Background: an optimization exercise with open tools, aiming at small area. Do not read the settings as production practice.
The RTL was checked by simulation tests, not by an equivalence proof against the original design.
The clock input has no modelled driver; a real chip could not lean on it and would need a root buffer or a full tree.

==> flow/design.v <==
`timescale 1ns/1ps
module top #(
    parameter CLKS_PER_BIT = 234
)
(
    input wire clk,
    input wire rst_n,
    input wire uart_rx,
    output wire uart_tx
);
    reg [7:0] tcnt_r;
    wire [8:0] tinc = {1'b0, tcnt_r} + 9'd1;
    wire tick = tinc[8];
    always @(posedge clk) begin
        if (!rst_n)
            tcnt_r <= 8'd22;
        else
            tcnt_r <= tinc[7:0] | {3'b000, tick, 1'b0, tick, tick, 1'b0};
    end
    reg        rx_active_r;
    reg [5:0]  dcnt_r;
    reg [31:0] a_sr_r;
    reg        carry_r;
    wire rx_bit   = uart_rx;
    wire dtick    = tick && rx_active_r;          
    wire b_half   = dcnt_r[5];
    wire a_bit    = a_sr_r[0];
    wire sum_bit  = rx_bit ^ a_bit ^ carry_r;
    wire carry_nx = (rx_bit & a_bit) | (carry_r & (rx_bit ^ a_bit));
    wire last_bit = dtick && (dcnt_r == 6'd63);   
    always @(posedge clk) begin
        if (!rst_n) begin
            rx_active_r <= 1'b0;
            dcnt_r      <= 6'd0;
        end else if (tick) begin
            if (!rx_active_r) begin
                if (!rx_bit)
                    rx_active_r <= 1'b1;
            end else begin
                dcnt_r <= dcnt_r + 6'd1;
                if (dcnt_r[2:0] == 3'd7)
                    rx_active_r <= 1'b0;
            end
        end
    end
    always @(posedge clk) begin
        if (dtick) begin
            a_sr_r  <= {rx_bit, a_sr_r[31:1]};
            carry_r <= b_half & carry_nx;         
        end
    end
    reg [3:0] tx_frm_r;
    reg       tx_r;
    wire      frm_on = |tx_frm_r;
    always @(posedge clk) begin
        if (!rst_n) begin
            tx_frm_r <= 4'd0;
            tx_r     <= 1'b1;
        end else if (tick) begin
            if (last_bit)
                tx_frm_r <= 4'd6;
            else if (frm_on)
                tx_frm_r <= tx_frm_r + 4'd1;
            if (frm_on)
                tx_r <= (!tx_frm_r[3] && !tx_frm_r[0]) ||
                        (tx_frm_r == 4'd8 && carry_r);
            else if (b_half)
                tx_r <= rx_active_r ? sum_bit : rx_bit;
            else
                tx_r <= 1'b1;
        end
    end
    assign uart_tx = tx_r;
endmodule
==> flow/config.mk <==
export PLATFORM = sky130hd
export DESIGN_NAME = top
export DESIGN_NICKNAME = top
export VERILOG_FILES = /design/flow/design.v
export SDC_FILE = /design/flow/constraint.sdc
export NUM_CORES = 4
export LEC_CHECK = 0
export CAP_MARGIN = 20
export CORE_MARGIN = 2
export CORE_UTILIZATION = 40
export SLEW_MARGIN = 20
==> flow/constraint.sdc <==
create_clock -name core_clock -period 37.037 [get_ports {clk}]
set_input_delay 7.4074 -clock core_clock [delete_from_list [all_inputs] [get_ports {clk}]]
set_output_delay 7.4074 -clock core_clock [all_outputs]
set_load 0.01 [all_outputs]
standard.sh (not shown) runs the stock make flow with config.mk's settings and CLKGATE_MAP_FILE= SYNTH_SCRIPT=/design/flow/synth_recipe.tcl, a recipe that flattens the netlist after the stock synthesis.
==> flow/flow/run.sh <==
#!/bin/bash
# Layout flow: the standard ORFS flow (standard.sh) with these changes:
#  - synthesis is the standard script, but abc maps the logic with an
#    area-oriented script (flow/area.abc); flip-flop mapping is unchanged;
#  - the ports are buffered with the smallest buffer, buf_1;
#  - after clock tree synthesis, flow/clock_tree.tcl replaces the tree with
#    four buf_4 cells fed straight from the clock port, one per group of
#    nearby flip-flops, and shrinks oversized repair buffers to buf_4.
# Each ORFS step writes its own log under orfs/logs; make's output goes to
# flow_make.log.
set -euo pipefail
F=$PWD/flow
export MY_ABC_SCRIPT=$F/area.abc
bash standard.sh \
  SYNTH_SCRIPT=$F/synth.tcl \
  "BUFFER_PORTS_ARGS=-buffer_cell sky130_fd_sc_hd__buf_1" \
  POST_CTS_TCL=$F/clock_tree.tcl \
  finish > flow_make.log 2>&1
Other scripts of this flow, unchanged in this note and not shown: flow/flow/area.abc, flow/flow/clock_tree.tcl, flow/flow/synth.tcl
Rerun with:
--- a/flow/design.v
+++ b/flow/design.v
@@ -7,17 +7,17 @@
     input wire rst_n,
     input wire uart_rx,
     output wire uart_tx
 );
     reg [7:0] tcnt_r;
-    wire [8:0] tinc = {1'b0, tcnt_r} + 9'd1;
-    wire tick = tinc[8];
+    wire tick = ~(tcnt_r[7] | tcnt_r[6] | tcnt_r[5] | tcnt_r[2] | tcnt_r[1] | tcnt_r[0]);
+    wire tfb  = tcnt_r[7] ^ tcnt_r[4] ^ tcnt_r[2] ^ tcnt_r[0];
     always @(posedge clk) begin
-        if (!rst_n)
-            tcnt_r <= 8'd22;
+        if (!rst_n || tick)
+            tcnt_r <= 8'h12;
         else
-            tcnt_r <= tinc[7:0] | {3'b000, tick, 1'b0, tick, tick, 1'b0};
+            tcnt_r <= {tcnt_r[6:0], tfb};
     end
     reg        rx_active_r;
     reg [5:0]  dcnt_r;
     reg [31:0] a_sr_r;
     reg        carry_r;
@@ -49,23 +49,22 @@
             carry_r <= b_half & carry_nx;         
         end
     end
     reg [3:0] tx_frm_r;
     reg       tx_r;
-    wire      frm_on = |tx_frm_r;
+    wire      frm_on = tx_frm_r[3] | tx_frm_r[2];    
     always @(posedge clk) begin
         if (!rst_n) begin
             tx_frm_r <= 4'd0;
             tx_r     <= 1'b1;
         end else if (tick) begin
             if (last_bit)
                 tx_frm_r <= 4'd6;
             else if (frm_on)
                 tx_frm_r <= tx_frm_r + 4'd1;
             if (frm_on)
-                tx_r <= (!tx_frm_r[3] && !tx_frm_r[0]) ||
-                        (tx_frm_r == 4'd8 && carry_r);
+                tx_r <= tx_frm_r[3] ? (carry_r & ~|tx_frm_r[2:0]) : ~tx_frm_r[0];
             else if (b_half)
                 tx_r <= rx_active_r ? sum_bit : rx_bit;
             else
                 tx_r <= 1'b1;
         end
Sequential share of layout area increases by 1.9 points.
Critical path depth goes down by 1.
Core utilization drops by 0.59 points.
Via count drops by 5.0%.
Synthesized area is lower by 2.8%.
Global-route usage goes down by 0.65 points.
Routed wire length drops by 2.7%.
Die area drops by about 2.7%.
Clock skew barely changes.
Cell area is lower by 2.6%.
Setup slack loses 0.021 ns.
First-iteration DRC count came out lower by about 40%.
Fmax stays flat.
In every run of this note, the design's own scripts or RTL, not TritonCTS, make the clock network.

==> port drivers added, routing unchanged <==
No port has a modelled driver above. Below, the same layouts with a new extraction and two added sets of constraints.
Step 1 assumes that a clkbuf_16 drives the clock port and a buf_2 every other input.
Step 2 times the ports against the registers' clock, not the clock port: input delays grow and output delays shrink by t, the midpoint of the rising clock arrivals with the driver on.
Three values: ideal ports, drivers, drivers and shift; two values: the first two.
run	t, ns	slack for setup (ns)	worst setup path after step 2	worst register clock-pin slew, ns
the first run	0.193	28.602 / 28.626 / 28.433	input to register	0.12 / 0.12
the second run	0.187	28.581 / 28.606 / 28.419	input to register	0.12 / 0.12
After both steps setup and hold are still met in every run listed. The setup slack of the first run, which loses most, moves by +0.024 ns with the drivers and by -0.169 ns with both steps.
